This is an optimization exercise on Yosys and OpenROAD, whose aim is small area, not a production implementation. Function was checked by simulation only, so behaviour that the tests miss may differ from the original.

$ cat flow/run.sh
#!/bin/bash
# The standard layout (the standard.sh: the standard synthesis and the
# standard ORFS steps), with one change: the buffer that ORFS puts on every
# input and output port is the platform's smallest buffer (buf_1) instead of
# ORFS's default choice. make's full output goes to standard_flow.log in the
# work folder.
set -euo pipefail
export BUFFER_PORTS_ARGS="-buffer_cell sky130_fd_sc_hd__buf_1"
bash standard.sh "BUFFER_PORTS_ARGS=$BUFFER_PORTS_ARGS" finish > standard_flow.log 2>&1
$ cat standard.sh
#!/bin/bash
# synth_recipe.tcl (not shown) runs the flow's synth.tcl, then flattens the netlist and writes it again
# the make line also repeats each setting of config.mk as NAME=value (left out here)
make -C /OpenROAD-flow-scripts/flow DESIGN_CONFIG=/design/flow/config.mk WORK_HOME=/design/flow/orfs CLKGATE_MAP_FILE= SYNTH_SCRIPT=/design/flow/synth_recipe.tcl "${@:-finish}"
$ cat config.mk
export PLATFORM = sky130hd
export DESIGN_NAME = odo_keccak800
export DESIGN_NICKNAME = odo_keccak800
export VERILOG_FILES = /design/flow/design.v
export SDC_FILE = /design/flow/constraint.sdc
export NUM_CORES = 4
export LEC_CHECK = 0
export CAP_MARGIN = 32
export CORE_MARGIN = 2
export CORE_UTILIZATION = 25
export CTS_BUF_LIST = sky130_fd_sc_hd__clkbuf_8
export PLACE_DENSITY = 0.32
export SETUP_SLACK_MARGIN = 0.6
export SLEW_MARGIN = 32
export SYNTH_HIERARCHICAL = 1
export SYNTH_MINIMUM_KEEP_SIZE = 0
$ cat constraint.sdc
create_clock -name core_clock -period 5.0 [get_ports {clk}]
set_input_delay 1.0000 -clock core_clock [delete_from_list [all_inputs] [get_ports {clk}]]
set_output_delay 1.0000 -clock core_clock [all_outputs]
set_load 0.01 [all_outputs]
$ cat design.v
module keccak_next_round(in, out);
    input [7:0] in;
    output [7:0] out;
    assign out[0] = in[7];
    assign out[1] = in[0]^ in[4]^ in[5]^ in[6];
    assign out[2] = in[1]^ in[5]^ in[6]^ in[7];
    assign out[3] = in[0]^ in[2]^ in[4]^ in[5]^ in[7];
    assign out[4] = in[0]^ in[1]^ in[3]^ in[4];
    assign out[5] = in[1]^ in[2]^ in[4]^ in[5];
    assign out[6] = in[2]^ in[3]^ in[5]^ in[6];
    assign out[7] = in[3]^ in[4]^ in[6]^ in[7];
endmodule
module keccak_key_expand(in, out);
    input [7:0] in;
    output [31:0] out;
    assign out = {in[5], 15'b0, in[4], 7'b0, in[3], 3'b0, in[2], 1'b0, in[1], in[0]};
endmodule
module keccak_xor(a, b, y);
    parameter W = 32;
    input [W-1:0] a;
    input [W-1:0] b;
    output [W-1:0] y;
    assign y = a ^ b;
endmodule
module keccak_xnor(a, b, y);
    parameter W = 32;
    input [W-1:0] a;
    input [W-1:0] b;
    output [W-1:0] y;
    assign y = ~(a ^ b);
endmodule
module keccak_orn(a, b, y);
    parameter W = 32;
    input [W-1:0] a;
    input [W-1:0] b;
    output [W-1:0] y;
    assign y = a | (~b);
endmodule
module keccak_muxn(clk, s_next, a, b, y);
    parameter W = 32;
    input clk;
    input s_next;
    input [W-1:0] a;
    input [W-1:0] b;
    output [W-1:0] y;
    reg s;
    always @(posedge clk)
        s <= s_next;
    assign y = ~(s ? b : a);
endmodule
module keccak_theta(in, out);
    input [799:0] in;
    output [799:0] out;
    wire [159:0] p01, p23, p03, parity, rotated, d;
    genvar i;
    generate
    for (i = 0; i < 5; i = i+1)
    begin : loop1
        keccak_xor x01(in[((i)*(32)) +: 32], in[((i+5)*(32)) +: 32], p01[((i)*(32)) +: 32]);
        keccak_xor x23(in[((i+10)*(32)) +: 32], in[((i+15)*(32)) +: 32], p23[((i)*(32)) +: 32]);
        keccak_xor x03(p01[((i)*(32)) +: 32], p23[((i)*(32)) +: 32], p03[((i)*(32)) +: 32]);
        keccak_xor x04(p03[((i)*(32)) +: 32], in[((i+20)*(32)) +: 32], parity[((i)*(32)) +: 32]);
        assign rotated[((i)*(32)) +: 32] = {parity[32*i+30:32*i], parity[32*i+31]};
    end
    for (i = 0; i < 5; i = i+1)
    begin : loop2
        keccak_xor xd(parity[(((i+4)%5)*(32)) +: 32], rotated[(((i+1)%5)*(32)) +: 32], d[((i)*(32)) +: 32]);
    end
    endgenerate
    generate
    for (i = 0; i < 25; i = i+1)
    begin : loop3
        keccak_xor xo(in[((i)*(32)) +: 32], d[((i%5)*(32)) +: 32], out[((i)*(32)) +: 32]);
    end
    endgenerate
endmodule
module keccak_rho(in, out);
    input [799:0] in;
    output [799:0] out;
    assign out = {
        in[785:768],in[799:786],
        in[743:736],in[767:744],
        in[706:704],in[735:707],
        in[701:672],in[703:702],
        in[653:640],in[671:654],
        in[631:608],in[639:632],
        in[586:576],in[607:587],
        in[560:544],in[575:561],
        in[530:512],in[543:531],
        in[502:480],in[511:503],
        in[472:448],in[479:473],
        in[422:416],in[447:423],
        in[404:384],in[415:405],
        in[373:352],in[383:374],
        in[348:320],in[351:349],
        in[299:288],in[319:300],
        in[264:256],in[287:265],
        in[249:224],in[255:250],
        in[211:192],in[223:212],
        in[187:160],in[191:188],
        in[132:128],in[159:133],
        in[99:96],in[127:100],
        in[65:64],in[95:66],
        in[62:32],in[63:63],
        in[31:0]
    };
endmodule
module keccak_pi(in, out);
    input [799:0] in;
    output [799:0] out;
    genvar x;
    genvar y;
    generate
    for (x = 0; x < 5; x = x+1)
    begin : outer
        for (y = 0; y < 5; y = y+1)
        begin : loop
            assign out[(((((0*x+1*y)%5)+5*((2*x+3*y)%5)))*(32)) +: 32] = in[(((((x)%5)+5*((y)%5)))*(32)) +: 32];
        end
    end
    endgenerate
endmodule
module keccak_chi_iota(in, roundkey, out);
    parameter INV = 0;
    input [799:0] in;
    input [7:0] roundkey;
    output [799:0] out;
    wire [31:0] expanded = {roundkey[5], 15'b0, roundkey[4], 7'b0, roundkey[3], 3'b0,
                            roundkey[2], 1'b0, roundkey[1], roundkey[0]};
    genvar i;
    generate
    for (i = 0; i < 25; i = i+1)
    begin : loop
        localparam i1 = i-(i%5)+((i+1)%5);
        localparam i2 = i-(i%5)+((i+2)%5);
        wire [31:0] a;
        wire [31:0] t;
        if (i == 0)
        begin : lane0
            assign a = in[((i)*(32)) +: 32] ^ expanded;
        end
        else
        begin : lanen
            assign a = in[((i)*(32)) +: 32];
        end
        if (INV)
        begin : inv
            keccak_orn n(in[((i2)*(32)) +: 32], in[((i1)*(32)) +: 32], t);
            keccak_xor x(a, t, out[((i)*(32)) +: 32]);
        end
        else
        begin : noinv
            keccak_orn n(in[((i1)*(32)) +: 32], in[((i2)*(32)) +: 32], t);
            keccak_xnor x(a, t, out[((i)*(32)) +: 32]);
        end
    end
    endgenerate
endmodule
module keccak_rpci(in, roundkey, out);
    parameter INV = 0;  
    input [799:0] in;
    input [7:0] roundkey;
    output [799:0] out;
    function [799:0] rho;
        input [799:0] in;
        rho = {
            in[785:768],in[799:786],
            in[743:736],in[767:744],
            in[706:704],in[735:707],
            in[701:672],in[703:702],
            in[653:640],in[671:654],
            in[631:608],in[639:632],
            in[586:576],in[607:587],
            in[560:544],in[575:561],
            in[530:512],in[543:531],
            in[502:480],in[511:503],
            in[472:448],in[479:473],
            in[422:416],in[447:423],
            in[404:384],in[415:405],
            in[373:352],in[383:374],
            in[348:320],in[351:349],
            in[299:288],in[319:300],
            in[264:256],in[287:265],
            in[249:224],in[255:250],
            in[211:192],in[223:212],
            in[187:160],in[191:188],
            in[132:128],in[159:133],
            in[99:96],in[127:100],
            in[65:64],in[95:66],
            in[62:32],in[63:63],
            in[31:0]
        };
    endfunction
    function [799:0] pi;
        input [799:0] in;
        integer x, y;
        begin
            pi = 800'b0;
            for (x = 0; x < 5; x = x+1)
                for (y = 0; y < 5; y = y+1)
                    pi[(((((0*x+1*y)%5)+5*((2*x+3*y)%5)))*(32)) +: 32] = in[(((((x)%5)+5*((y)%5)))*(32)) +: 32];
        end
    endfunction
    keccak_chi_iota #(INV) chi (pi(rho(in)), roundkey, out);
endmodule
module keccak_padding(in, out);
    parameter WIDTH = 0;
    input [WIDTH-1:0] in;
    output [807:0] out;
    assign out = {8'h35, {799-WIDTH{1'b0}}, 1'b1, in};
endmodule
module keccak_hasher(clk, rst, in, read, out, write);
    parameter WIDTH = 0;  
    parameter THROUGHPUT = 0;  
    localparam ROUNDS = 12;
    input clk;
    input rst;
    input [WIDTH-1:0] in;
    input read;
    output [255:0] out;
    output write;
    genvar i;
    reg [799:0] ra, rb, rc;
    reg [ROUNDS-1:0] progress;
    wire [807:0] padded = {8'h35, {799-WIDTH{1'b0}}, 1'b1, in};
    function [7:0] key;
        input integer r;
        integer j;
        reg [7:0] k;
        begin
            k = 8'h35;
            for (j = 0; j < r; j = j+1)
                k = {k[3]^k[4]^k[6]^k[7], k[2]^k[3]^k[5]^k[6], k[1]^k[2]^k[4]^k[5],
                     k[0]^k[1]^k[3]^k[4], k[0]^k[2]^k[4]^k[5]^k[7], k[1]^k[5]^k[6]^k[7],
                     k[0]^k[4]^k[5]^k[6], k[7]};
            key = k;
        end
    endfunction
    wire [7:0] key_a = (progress[0] ? key(0) : 8'b0) | (progress[3] ? key(3) : 8'b0) |
                       (progress[6] ? key(6) : 8'b0) | (progress[9] ? key(9) : 8'b0);
    wire [7:0] key_b = (progress[1] ? key(1) : 8'b0) | (progress[4] ? key(4) : 8'b0) |
                       (progress[7] ? key(7) : 8'b0) | (progress[10] ? key(10) : 8'b0);
    wire [7:0] key_c = (progress[2] ? key(2) : 8'b0) | (progress[5] ? key(5) : 8'b0) |
                       (progress[8] ? key(8) : 8'b0) | (progress[11] ? key(11) : 8'b0);
    wire load = ~(progress[2] | progress[5] | progress[8]);
    wire load_next = rst | ~(progress[1] | progress[4] | progress[7]);
    wire [799:0] xa, xb, xc, start_n, ta_n, tb, tc;
    keccak_rpci #(1) rpci_a(ra, key_a, xa);
    keccak_theta     theta_b(xa, tb);
    keccak_rpci #(0) rpci_b(rb, key_b, xb);
    keccak_theta     theta_c(xb, tc);
    keccak_rpci #(0) rpci_c(rc, key_c, xc);
    generate
    for (i = 0; i < 20; i = i+1)
    begin : muxes
        keccak_muxn #(32) mux(clk, load_next, xc[((i)*(32)) +: 32], padded[((i)*(32)) +: 32], start_n[((i)*(32)) +: 32]);
    end
    endgenerate
    assign start_n[799:640] = ~(load ? padded[799:640] : xc[799:640]);
    keccak_theta     theta_a(start_n, ta_n);
    always @(posedge clk)
    begin
        ra <= ta_n;
        rb <= tb;
        rc <= tc;
        progress <= rst ? {ROUNDS{1'b0}} : {progress[ROUNDS-2:0], read};
    end
    assign out = xc[255:0];
    assign write = progress[ROUNDS-1];
endmodule
module odo_keccak800(clk, rst, in, read, out, write);
    input clk;
    input rst;
    input [639:0] in;
    input read;
    output [255:0] out;
    output write;
    keccak_hasher #(640, 4) hash(clk, rst, in, read, out, write);
endmodule
==> results of run 1 <==
metrics by stage:
stage	hold slack (ps)	setup WS, ps	instances	cell area (sq um)
floorplan	446	2270	13000	135000
global placement	483	-2040	22600	162000
global route	74.3	558	25300	180000
CTS	0.956	554	23500	176000
finish	57.1	277	26200	183000
detailed placement	485	134	22600	164000
path summary, 6_finish.rpt:
path	endpoint	slack (ps)	depth (start not counted)
worst max register to register	hash.ra[477]$_DFF_P_	280	8
worst min register to register	hash.progress[10]$_SDFF_PP0_	510	1
worst max-delay path	hash.ra[477]$_DFF_P_	280	8
worst min-delay path	hash.ra[583]$_DFF_P_	60	3
worst max-delay path: stages (launching register included):
cell and delay (ps):
dfxtp_1 1030, xnor2_1 150, mux2i_1 760, xor2_1 240, xor2_1 200, xor2_1 710
xor2_2 710, xor2_1 460, buf_4 280
layout make-up:
| type | instances | area share [%] |
|---|---|---|
| clock buffers | 613 | 4.62 |
| flip-flops and latches | 2432 | 26.8 |
| inverters | 1 | 0.00480 |
| multi-input cells | 10400 | 49.2 |
| clock inverters | 260 | 1.22 |
| diodes | 2636 | 3.61 |
| well taps | 7208 | 4.94 |
| repair buffers | 2584 | 9.56 |
state kept, by name (all words and copies together) (netlist names):
name	flops
hash.muxes.mux.s	20
hash.ra	800
hash.progress	12
hash.rb	800
hash.rc	800
repair_timing:
item	4_1_cts	5_1_grt
endpoints found under the setup margin	16	3
hold endpoints to repair	45	0
setup buffers	4	0
cloned	0	0
gates resized for setup	15	3
pin swaps	0	0
hold buffers	45	0
metal layers:
layer	up-vias	part of all wire, %
met1	67300	38
met4	200	12
li1	48500	-
met2	12600	38
met5	-	0.085
met3	3634	12
cell usage in the layout (no fill, tap or decap), drive strengths merged:
cell	instances
bufinv	29
nor2	1
nand2b	2401
clkinvlp	4
xnor2	1600
mux2i	640
clkbuf	613
o21bai	1
or3	3
inv	145
xor2	5618
or2	9
dfxtp	2432
nor3	1
nor2b	12
nand2	159
diode	2636
buf	2539
clkinv	83
dlygate4sd3	45
==> run summary, run 1 <==
outcome=no timing/DRC/antenna violations; first-pass GRT wire length=between 1500 and 2000 mm; CTS tree=yes; Final min period=~4700 ps; Detailed Routing Iterations Pass 1=6; multi-input logic area=89,800 sq um; Overall Global Routing Usage=approximately 54%; GPL Wtd Cong=around 1.2; Post-DRT Antenna Nets=0; TNS Setup=0 ps; met1 global-route usage=61.7%; Max Root-Sink Buffers=4; post-DR vias/cell=roughly 5.1; Mapped Nets=approximately 14,000; starting density of the core=around a quarter; DRT Wirelength=approximately 1500 mm; Fin. Hold Viols=0; detailed router's first-iteration violation count=between 20,000 and 25,000; core box area=about 540,000 sq um; Layout Nets=~17,000; worst path required time=slightly above 6000 ps; Crit path arrival time=about 5900 ps; Root Buffer=clkbuf_8; Slew Limit Headroom=~11%; crit path launch type=flop; layout cells sized above 1=between 15 and 20%; vias in the first global route=113,000; M3 GR Usage=about a quarter; via count=between 100k and 150k; worst setup path startpoint=hash.rc[528]$_DFF_P_; initial antenna violation count=slightly above 700; Final Setup Violations=0; setup repair after global routing missed its margin=no; CTS H-tree lvls=5; GRT Residual Overflow=0; mapped cell area=between 100,000 and 150,000 sq um; fillers=around 56,000; mean post-synth cell area=10.4 sq um; register area=48,900 sq um; reg2reg start=hash.rc[528]$_DFF_P_; DP HPWL=around 1400 mm; cells after synthesis=between 10,000 and 15,000; # rows=270; highest clock rate=about 210 MHz; drt drc=0; Clock Sink Count=roughly 2,400; clk slew on worst S/H paths=60 ps; gr busiest metal=met2; Final Util=between 30 and 40%; Setup CP Type=flop to flop; wire per inst=58.7 um; Max Slew Vio Count=0; HP Start=in[583]; clock latency (worst-skew pair)=~1400 ps; Hold WC Path Type=primary input to flop; Worst Setup End Kind=flop; Die Span Y=about 740 um; maximum fanout along the worst path=5; final cycle utilization of the critical path=around 94%; Worst-Margin Slew=1340 ps; width of the die=approximately 740 um; Die Footprint=~550,000 sq um; CTS buffer count=roughly 480; num ports=900; yosys warns=10; Port Buffers=~900; largest net degree at the start of global routing=slightly below 80; GR met2 Demand/Resource=a little over two thirds; clk_skew=between 100 and 150 ps; maxcap violations=0; Layout Area Growth over Synthesis=34.8%
==> run 2, diff against run 1 <==
--- a/design.v
+++ b/design.v
@@ -222,5 +222,6 @@
     genvar i;
     reg [799:0] ra, rb, rc;
-    reg [ROUNDS-1:0] progress;
+    reg [ROUNDS:0] progress;
+    reg [255:0] result;
     wire [807:0] padded = {8'h35, {799-WIDTH{1'b0}}, 1'b1, in};
     function [7:0] key;
@@ -264,8 +265,9 @@
         rb <= tb;
         rc <= tc;
-        progress <= rst ? {ROUNDS{1'b0}} : {progress[ROUNDS-2:0], read};
-    end
-    assign out = xc[255:0];
-    assign write = progress[ROUNDS-1];
+        progress <= rst ? {(ROUNDS+1){1'b0}} : {progress[ROUNDS-1:0], read};
+        result <= xc[255:0];
+    end
+    assign out = result;
+    assign write = progress[ROUNDS];
 endmodule
 module odo_keccak800(clk, rst, in, read, out, write);
==> run.sh (new file) <==
#!/bin/bash
# synth_recipe.tcl (not shown) runs the flow's synth.tcl, then flattens the netlist and writes it again
# the make line also repeats each setting of config.mk as NAME=value (left out here)
make -C /OpenROAD-flow-scripts/flow DESIGN_CONFIG=/design/flow/config.mk WORK_HOME=/design/flow/orfs CLKGATE_MAP_FILE= SYNTH_SCRIPT=/design/flow/synth_recipe.tcl finish
--- a/config.mk
+++ b/config.mk
@@ -6,11 +6,12 @@
 export NUM_CORES = 4
 export LEC_CHECK = 0
-export CAP_MARGIN = 32
+export CAP_MARGIN = 40
 export CORE_MARGIN = 2
 export CORE_UTILIZATION = 25
 export CTS_BUF_LIST = sky130_fd_sc_hd__clkbuf_8
+export GPL_TIMING_DRIVEN = 0
 export PLACE_DENSITY = 0.32
 export SETUP_SLACK_MARGIN = 0.6
-export SLEW_MARGIN = 32
+export SLEW_MARGIN = 40
 export SYNTH_HIERARCHICAL = 1
 export SYNTH_MINIMUM_KEEP_SIZE = 0
removed: flow/run.sh
removed: standard.sh
==> run 2 against run 1 <==
  * Sequential share of layout area rose by 0.084 points
  * Clock skew fell by 8.8 ps
  * Global-route usage fell by 1.9 points
  * Final area rose by 10%
  * Via count fell by 4.6%
  * First-iteration DRC count fell by 7.5%
  * Count of clock-buffer cells in the layout rose by 82
==> run summary, run 2 <==
reg2reg start=hash.rc[200]$_DFF_P_; Detailed Routing Iterations Pass 1=6; Final Util=a little over a third; Port Buffers=899; CTS buffer count=555; DP HPWL=~1400 mm; final cycle utilization of the critical path=97.2%; commonest non-fill, non-tap cell in the layout=xor2_1; worst setup path startpoint=hash.rc[200]$_DFF_P_; Hold Crit Depth=2; Slowest-stage cell, CP=xor2_2; Max Slew Vio Count=0; HP Start=read; # rows=about 280; Layout Area Growth over Synthesis=43.4%; first-pass GRT wire length=approximately 1700 mm; yosys warns=10; Crit path arrival time=slightly above 6000 ps; Crit path top cell by count=xor2_2; clk slew on worst S/H paths=60 ps; Slew Limit Headroom=about 15%; Layout Nets=15,600; Worst path max stage delay=roughly 890 ps; GRT Residual Overflow=0; clock latency (worst-skew pair)=1440 ps; clk_skew=about 110 ps; Setup CP Type=flop to flop; num ports=900; cells after synthesis=13,200; final setup margin=between 100 and 150 ps; GPL Wtd Cong=around 1.1; setup repair after global routing missed its margin=yes; Root Buffer=clkbuf_8; initial antenna violation count=just under 800; wire per inst=58.8 um; core box area=around 560,000 sq um; via count=about 130k; outcome=no timing/DRC/antenna violations; Final min period=4860 ps; width of the die=about 750 um; Top Registers=hash.ra (800), hash.rb (800), hash.rc (800); multi-input logic area=a little over 100,000 sq um; worst path required time=approximately 6000 ps; maxcap violations=0; maximum fanout along the worst path=9; Overall Global Routing Usage=between 50% and 60%; DRT Wirelength=around 1500 mm; Critical R2R Capture=hash.ra[789]$_DFF_P_; slack of the worst reg-to-reg path=approximately 140 ps; vias in the first global route=108,000; largest net degree at the start of global routing=21; Hold WC Path Type=primary input to flop; commonest non-fill, non-tap cells in the layout=4,199 x xor2_1, 2,407 x dfxtp_1, 2,400 x nand2b_1, 1,553 x xnor2_1, 914 x xor2_2; CP top delay family=XOR/XNOR gates; mean post-synth cell area=between 10 and 15 sq um; Post-DRT Antenna Nets=0; Max Root-Sink Buffers=4; Die Span Y=about 750 um; Worst Setup End Kind=flop; CTS H-tree lvls=6; Die Footprint=around 570,000 sq um; highest clock rate=between 200 and 250 MHz; Worst-Margin Slew=~1300 ps; CTS tree=yes; worst reg-to-reg path cell count=8; hold endpoint=hash.progress[0]$_SDFF_PP0_; crit path launch type=flop; Mapped Nets=13,900; drt drc=0; detailed router's first-iteration violation count=~20,000; Worst Path Buf+Inv=0; register area=between 50,000 and 60,000 sq um; worst path cell trace=nand2b_1, xnor2_1, mux2i_1, xor2_1, xor2_1, xor2_2, xor2_2, xor2_2; pre-CTS setup slack=-813 ps; layout cells sized above 1=between 10% and 20%; post-DR vias/cell=4.85; Final Setup Violations=0; hold_buf cts=0; fillers=between 50,000 and 60,000; starting density of the core=between 20% and 30%; Clock Sink Count=~2,700; Fin. Hold Viols=0; mapped cell area=around 140,000 sq um
-- run 2: repair_timing --
action | 4_1_cts | 5_1_grt
setup endpoints to repair | 261 | 34
setup buffers | 2 | 3
pin swaps | 3 | 3
resized for setup | 85 | 29
-- run 2: worst max path at each step --
stage,endpoint,slack [ps],depth (start not counted)
floorplan,hash.ra[130]$_DFF_P_,2360,11
global placement,hash.rc[552]$_DFF_P_,-2890,6
detailed placement,hash.ra[513]$_DFF_P_,-810,11
CTS,hash.ra[57]$_DFF_P_,550,8
global route,hash.ra[612]$_DFF_P_,290,9
finish,hash.ra[789]$_DFF_P_,140,8
-- run 2: per-layer routing --
layer / track usage, % / vias up / wire [um]
met1: 60.9 / 65000 / 583000
met2: 67.2 / 11500 / 580000
met5: 0 / - / 1600
met4: 51.7 / 184 / 178000
li1: - / 46600 / -
met3: 24.2 / 2925 / 188000
-- run 2: layout make-up --
| cell class | instances | area share, % |
|---|---|---|
| Clock buffer | 695 | 4.75 |
| Buffer | 98 | 0.640 |
| Tap cell | 7479 | 4.64 |
| Multi-Input combinational cell | 10400 | 50.8 |
| Antenna cell | 3127 | 3.88 |
| Clock inverter | 282 | 1.00 |
| Timing Repair Buffer | 1186 | 7.35 |
| Inverter | 1 | 0.00435 |
| Sequential cell | 2689 | 26.9 |
-- run 2: worst reg2reg max path: stages, from the launching register on --
cell and delay, ps:
dfxtp_1 870, nand2b_1 330, xnor2_1 130, mux2i_1 520, xor2_1 220, xor2_1 240, xor2_2 690, xor2_2 740
xor2_2 900
-- run 2: stage by stage --
step,instances,hold slack [ps],area [sq um],TNS [ps]
after floorplan,13200,444,141000,0
after global placement,21600,476,159000,-274540
after detailed placement,21900,489,180000,-5450
after CTS,22900,153,192000,0
after global routing,25200,235,199000,0
final,26000,217,202000,0

==> port drivers added, routing unchanged <==
In the flow no input, the clock included, has a driving cell. The finished layouts below were timed again as built, in two steps.
Step 1, drivers: a clkbuf_16 drives clk and a buf_2 each remaining input, both assumed.
Step 2 adds t to the input delays and takes it off the output delays; t is the mean of the earliest and latest rising clock arrival at the registers after step 1. Input paths then give back, and output paths get back, about the clock's delay inside the block.
Slacks: ideal ports / drivers / drivers and shift; pairs: ideal ports / drivers.
run	t (ns)	setup WS [ns]	worst hold slack (ns)	latest minus earliest clock arrival (ns)
run 1	1.461	0.277 / 0.277 / 0.097	0.057 / -0.038 / 0.510	0.124 / 0.123
run 2	1.526	0.142 / 0.142 / -0.105	0.217 / 0.125 / 0.503	0.118 / 0.118
Met with ideal ports but missed after step 2: setup timing in run 2. For run 2, which loses most, drivers alone change the setup slack by 0.000 ns; drivers and shift together by -0.247 ns.
